Source: an optimization exercise on an open RTL-to-GDS flow (aim: small area and a short achievable clock period). Production flows keep margins and buffers that such runs may drop.
Only simulation tests tie the RTL to the original design; equivalence was not proved.
Power is estimated from default activity; no workload was simulated.

==> run K <==
Design conv_core, start of the top module:
module conv_core(
    input clk,reset,
    input in_valid,
    input [7:0]pixel,
    input signed[35:0]ps1,ps2,ps3,ps4,
    input signed[15:0]bias1,bias2,bias3,bias4,
    input act,
    input kernel_load,
    input signed[15:0]kernel1_data,kernel2_data,kernel3_data,kernel4_data,
    output out_valid,
    output signed[35:0]result1,result2,result3,result4
);
export LEC_CHECK = 0
export CAP_MARGIN = 20
export CELL_PAD_IN_SITES_DETAIL_PLACEMENT = 1
export CELL_PAD_IN_SITES_GLOBAL_PLACEMENT = 2
export CORE_MARGIN = 2
export CORE_UTILIZATION = 52
export CTS_CLUSTER_DIAMETER = 80
export CTS_CLUSTER_SIZE = 28
export PLACE_DENSITY = 0.66
export SLEW_MARGIN = 20
export SYNTH_HIERARCHICAL = 1
export SYNTH_MINIMUM_KEEP_SIZE = 0
create_clock -name core_clock -period 20.0 [get_ports {clk}]
standard.sh (not shown) runs the stock make flow with config.mk's settings and CLKGATE_MAP_FILE= SYNTH_SCRIPT=/design/flow/synth_recipe.tcl, a recipe that flattens the netlist after the stock synthesis.
==> flow/flow/run.sh <==
#!/bin/bash
# The standard layout (standard.sh, unchanged synthesis), with two
# changes to how the layout is made: the resizer's setup repair aims below the
# loose clock period (the design's clock and constraints stay as they are;
# only the timing repair works harder, so the achieved period shrinks), and
# the port buffers that the standard flow inserts on every input and output
# are plain buf_2 cells instead of delay cells.
set -o pipefail
cp standard.sh standard_sh_copy.log
export SETUP_SLACK_MARGIN=${SETUP_SLACK_MARGIN_OVERRIDE:-14.5}
export BUFFER_PORTS_ARGS="-buffer_cell sky130_fd_sc_hd__buf_2"
bash standard.sh > standard_sh.log 2>&1
==> inputs of run F, as changes to run K <==
--- a/flow/design.v
+++ b/flow/design.v
@@ -2494,141 +2494,11 @@
     wire c7 = ~cb[61];
     wire c8 = ~cb[62];
     wire c9 = ~cb[63];
     wire [35:0] zx = {c9, c8, c7, c6, c5, c4, c3, c2, c0, cb[52], cb[50], cb[48], cb[46], cb[44], cb[42], cb[40], cb[38], cb[36], cb[34], cb[32], cb[30], cb[28], cb[26], cb[24], cb[22], cb[20], cb[18], cb[16], cb[14], cb[12], cb[10], cb[8], cb[6], cb[4], cb[2], cb[0]};
     wire [35:0] zy = {cb[62], cb[61], cb[60], cb[59], cb[58], cb[57], cb[56], c1, 1'b0, cb[53], cb[51], cb[49], cb[47], cb[45], cb[43], cb[41], cb[39], cb[37], cb[35], cb[33], cb[31], cb[29], cb[27], cb[25], cb[23], cb[21], cb[19], cb[17], cb[15], cb[13], cb[11], cb[9], cb[7], cb[5], cb[3], cb[1]};
-    wire [35:0] g0 = zx & zy;
-    wire [35:0] p0 = zx ^ zy;
-    wire bg1 = g0[1] | (p0[1] & g0[0]);
-    wire bp1 = p0[1] & p0[0];
-    wire bg2 = g0[3] | (p0[3] & g0[2]);
-    wire bp2 = p0[3] & p0[2];
-    wire bg3 = g0[5] | (p0[5] & g0[4]);
-    wire bp3 = p0[5] & p0[4];
-    wire bg4 = g0[7] | (p0[7] & g0[6]);
-    wire bp4 = p0[7] & p0[6];
-    wire bg5 = g0[9] | (p0[9] & g0[8]);
-    wire bp5 = p0[9] & p0[8];
-    wire bg6 = g0[11] | (p0[11] & g0[10]);
-    wire bp6 = p0[11] & p0[10];
-    wire bg7 = g0[13] | (p0[13] & g0[12]);
-    wire bp7 = p0[13] & p0[12];
-    wire bg8 = g0[15] | (p0[15] & g0[14]);
-    wire bp8 = p0[15] & p0[14];
-    wire bg9 = g0[17] | (p0[17] & g0[16]);
-    wire bp9 = p0[17] & p0[16];
-    wire bg10 = g0[19] | (p0[19] & g0[18]);
-    wire bp10 = p0[19] & p0[18];
-    wire bg11 = g0[21] | (p0[21] & g0[20]);
-    wire bp11 = p0[21] & p0[20];
-    wire bg12 = g0[23] | (p0[23] & g0[22]);
-    wire bp12 = p0[23] & p0[22];
-    wire bg13 = g0[25] | (p0[25] & g0[24]);
-    wire bp13 = p0[25] & p0[24];
-    wire bg14 = g0[27] | (p0[27] & g0[26]);
-    wire bp14 = p0[27] & p0[26];
-    wire bg15 = g0[29] | (p0[29] & g0[28]);
-    wire bp15 = p0[29] & p0[28];
-    wire bg16 = g0[31] | (p0[31] & g0[30]);
-    wire bp16 = p0[31] & p0[30];
-    wire bg17 = g0[33] | (p0[33] & g0[32]);
-    wire bp17 = p0[33] & p0[32];
-    wire bg18 = g0[35] | (p0[35] & g0[34]);
-    wire bp18 = p0[35] & p0[34];
-    wire bg19 = bg2 | (bp2 & bg1);
-    wire bp19 = bp2 & bp1;
-    wire bg20 = bg4 | (bp4 & bg3);
-    wire bp20 = bp4 & bp3;
-    wire bg21 = bg6 | (bp6 & bg5);
-    wire bp21 = bp6 & bp5;
-    wire bg22 = bg8 | (bp8 & bg7);
-    wire bp22 = bp8 & bp7;
-    wire bg23 = bg10 | (bp10 & bg9);
-    wire bp23 = bp10 & bp9;
-    wire bg24 = bg12 | (bp12 & bg11);
-    wire bp24 = bp12 & bp11;
-    wire bg25 = bg14 | (bp14 & bg13);
-    wire bp25 = bp14 & bp13;
-    wire bg26 = bg16 | (bp16 & bg15);
-    wire bp26 = bp16 & bp15;
-    wire bg27 = bg18 | (bp18 & bg17);
-    wire bp27 = bp18 & bp17;
-    wire bg28 = bg20 | (bp20 & bg19);
-    wire bp28 = bp20 & bp19;
-    wire bg29 = bg22 | (bp22 & bg21);
-    wire bp29 = bp22 & bp21;
-    wire bg30 = bg24 | (bp24 & bg23);
-    wire bp30 = bp24 & bp23;
-    wire bg31 = bg26 | (bp26 & bg25);
-    wire bp31 = bp26 & bp25;
-    wire bg32 = bg29 | (bp29 & bg28);
-    wire bp32 = bp29 & bp28;
-    wire bg33 = bg31 | (bp31 & bg30);
-    wire bp33 = bp31 & bp30;
-    wire bg34 = bg33 | (bp33 & bg32);
-    wire bp34 = bp33 & bp32;
-    wire bg35 = bg30 | (bp30 & bg32);
-    wire bp35 = bp30 & bp32;
-    wire bg36 = bg21 | (bp21 & bg28);
-    wire bp36 = bp21 & bp28;
-    wire bg37 = bg23 | (bp23 & bg32);
-    wire bp37 = bp23 & bp32;
-    wire bg38 = bg25 | (bp25 & bg35);
-    wire bp38 = bp25 & bp35;
-    wire bg39 = bg27 | (bp27 & bg34);
-    wire bp39 = bp27 & bp34;
-    wire bg40 = bg3 | (bp3 & bg19);
-    wire bp40 = bp3 & bp19;
-    wire bg41 = bg5 | (bp5 & bg28);
-    wire bp41 = bp5 & bp28;
-    wire bg42 = bg7 | (bp7 & bg36);
-    wire bp42 = bp7 & bp36;
-    wire bg43 = bg9 | (bp9 & bg32);
-    wire bp43 = bp9 & bp32;
-    wire bg44 = bg11 | (bp11 & bg37);
-    wire bp44 = bp11 & bp37;
-    wire bg45 = bg13 | (bp13 & bg35);
-    wire bp45 = bp13 & bp35;
-    wire bg46 = bg15 | (bp15 & bg38);
-    wire bp46 = bp15 & bp38;
-    wire bg47 = bg17 | (bp17 & bg34);
-    wire bp47 = bp17 & bp34;
-    wire bg48 = g0[2] | (p0[2] & bg1);
-    wire bp48 = p0[2] & bp1;
-    wire bg49 = g0[4] | (p0[4] & bg19);
-    wire bp49 = p0[4] & bp19;
-    wire bg50 = g0[6] | (p0[6] & bg40);
-    wire bp50 = p0[6] & bp40;
-    wire bg51 = g0[8] | (p0[8] & bg28);
-    wire bp51 = p0[8] & bp28;
-    wire bg52 = g0[10] | (p0[10] & bg41);
-    wire bp52 = p0[10] & bp41;
-    wire bg53 = g0[12] | (p0[12] & bg36);
-    wire bp53 = p0[12] & bp36;
-    wire bg54 = g0[14] | (p0[14] & bg42);
-    wire bp54 = p0[14] & bp42;
-    wire bg55 = g0[16] | (p0[16] & bg32);
-    wire bp55 = p0[16] & bp32;
-    wire bg56 = g0[18] | (p0[18] & bg43);
-    wire bp56 = p0[18] & bp43;
-    wire bg57 = g0[20] | (p0[20] & bg37);
-    wire bp57 = p0[20] & bp37;
-    wire bg58 = g0[22] | (p0[22] & bg44);
-    wire bp58 = p0[22] & bp44;
-    wire bg59 = g0[24] | (p0[24] & bg35);
-    wire bp59 = p0[24] & bp35;
-    wire bg60 = g0[26] | (p0[26] & bg45);
-    wire bp60 = p0[26] & bp45;
-    wire bg61 = g0[28] | (p0[28] & bg38);
-    wire bp61 = p0[28] & bp38;
-    wire bg62 = g0[30] | (p0[30] & bg46);
-    wire bp62 = p0[30] & bp46;
-    wire bg63 = g0[32] | (p0[32] & bg34);
-    wire bp63 = p0[32] & bp34;
-    wire bg64 = g0[34] | (p0[34] & bg47);
-    wire bp64 = p0[34] & bp47;
-    wire [35:0] z = p0 ^ {bg64, bg47, bg63, bg34, bg62, bg46, bg61, bg38, bg60, bg45, bg59, bg35, bg58, bg44, bg57, bg37, bg56, bg43, bg55, bg32, bg54, bg42, bg53, bg36, bg52, bg41, bg51, bg28, bg50, bg40, bg49, bg19, bg48, bg1, g0[0], 1'b0};
+    wire [35:0] z = zx + zy;
     wire clr = act & ~z[35];
     assign result = ~(z | {36{clr}});
 endmodule
 module conv_core(
     input clk,reset,
==> flow/flow/run.sh (replaced) <==
#!/bin/bash
# The standard layout (standard.sh, unchanged synthesis), with the
# resizer's setup repair aimed below the loose clock period: the design's
# clock and constraints stay as they are; only the timing repair works harder
# so that the achieved period (period less setup slack) shrinks.
set -o pipefail
cp standard.sh standard_sh_copy.log
export SETUP_SLACK_MARGIN=${SETUP_SLACK_MARGIN_OVERRIDE:-14.5}
bash standard.sh > standard_sh.log 2>&1
--- a/flow/config.mk
+++ b/flow/config.mk
@@ -7,12 +7,9 @@
 export LEC_CHECK = 0
 export CAP_MARGIN = 20
 export CELL_PAD_IN_SITES_DETAIL_PLACEMENT = 1
 export CELL_PAD_IN_SITES_GLOBAL_PLACEMENT = 2
 export CORE_MARGIN = 2
-export CORE_UTILIZATION = 52
-export CTS_CLUSTER_DIAMETER = 80
-export CTS_CLUSTER_SIZE = 28
-export PLACE_DENSITY = 0.66
+export CORE_UTILIZATION = 40
 export SLEW_MARGIN = 20
 export SYNTH_HIERARCHICAL = 1
 export SYNTH_MINIMUM_KEEP_SIZE = 0
==> results.txt <==
Xor-xnor portion of the synthesized cell area: run F 0.809%; run K 0.560%
Layout fillers: run F 44.0k; run K 31.8k
Distinct cell type count of the synthesized netlist: run F 88; run K 75
Fraction of the yosys area taken by sequential cells: run F 38.8%; run K 39.2%
Type of the worst setup path: run F reg2out; run K reg2reg
Register area: run F 69400 um2; run K 69400 um2
Cts bufs inserted: run F 312; run K 170
Worst setup path startpoint: run F v3$_DFF_PP0_; run K g_ch[2].at.fb[0]$_DFF_PP0_
Syn_nets: run F 16.3k; run K 15.9k
Fraction of final layout cells sized beyond drive strength 1: run F 14.7%; run K 16.8%
Time the worst path needs with I/O delays and setup: run F 5570 ps; run K 5650 ps
Part of the power in the clock network: run F 15.7%; run K 11.0%
Number of standard cells after synthesis: run F 13.0k; run K 12.5k
Run status: run F complete, no violations; run K complete, no violations
Final period util: run F 27.9%; run K 28.2%
Share of final layout cell area taken by non-clock buffers: run F 4.66%; run K 4.15%
Number of clock buffers in the layout: run F 395; run K 205
Hold endpoint: run F g_ch[2].cb_r[54]$_DFF_P_; run K g_ch[1].cb_r[60]$_DFF_P_
Via count of the routed design: run F 122k; run K 120k
Post-route cell area: run F 195000 um2; run K 186000 um2

port drivers added, routing unchanged:
In the flow no input, the clock included, has a driving cell. The finished layouts below were timed again as built, in two steps. Step 1 sets driving cells, clkbuf_16 on the clock port and buf_2 on the other inputs (assumed; they add their load-dependent delay and slew). Step 2 adds t to the input delays and takes it off the output delays; t is the mean of the earliest and latest rising clock arrival at the registers after step 1. Input paths then give back, and output paths get back, about the clock's delay inside the block. a / b / c = no drivers / after step 1 / after step 2; a / b = the first two.
| run | shift t [ns] | setup WS [ns] | latest minus earliest clock arrival (ns) |
|---|---|---|---|
| run K | 1.054 | 14.353 / 14.286 / 13.439 | 0.134 / 0.135 |
| run F | 1.067 | 14.427 / 14.314 / 13.520 | 0.101 / 0.101 |
After both steps setup and hold are still met in every run listed. The setup slack of run K, which loses most, moves by -0.067 ns with the drivers and by -0.914 ns with both steps.
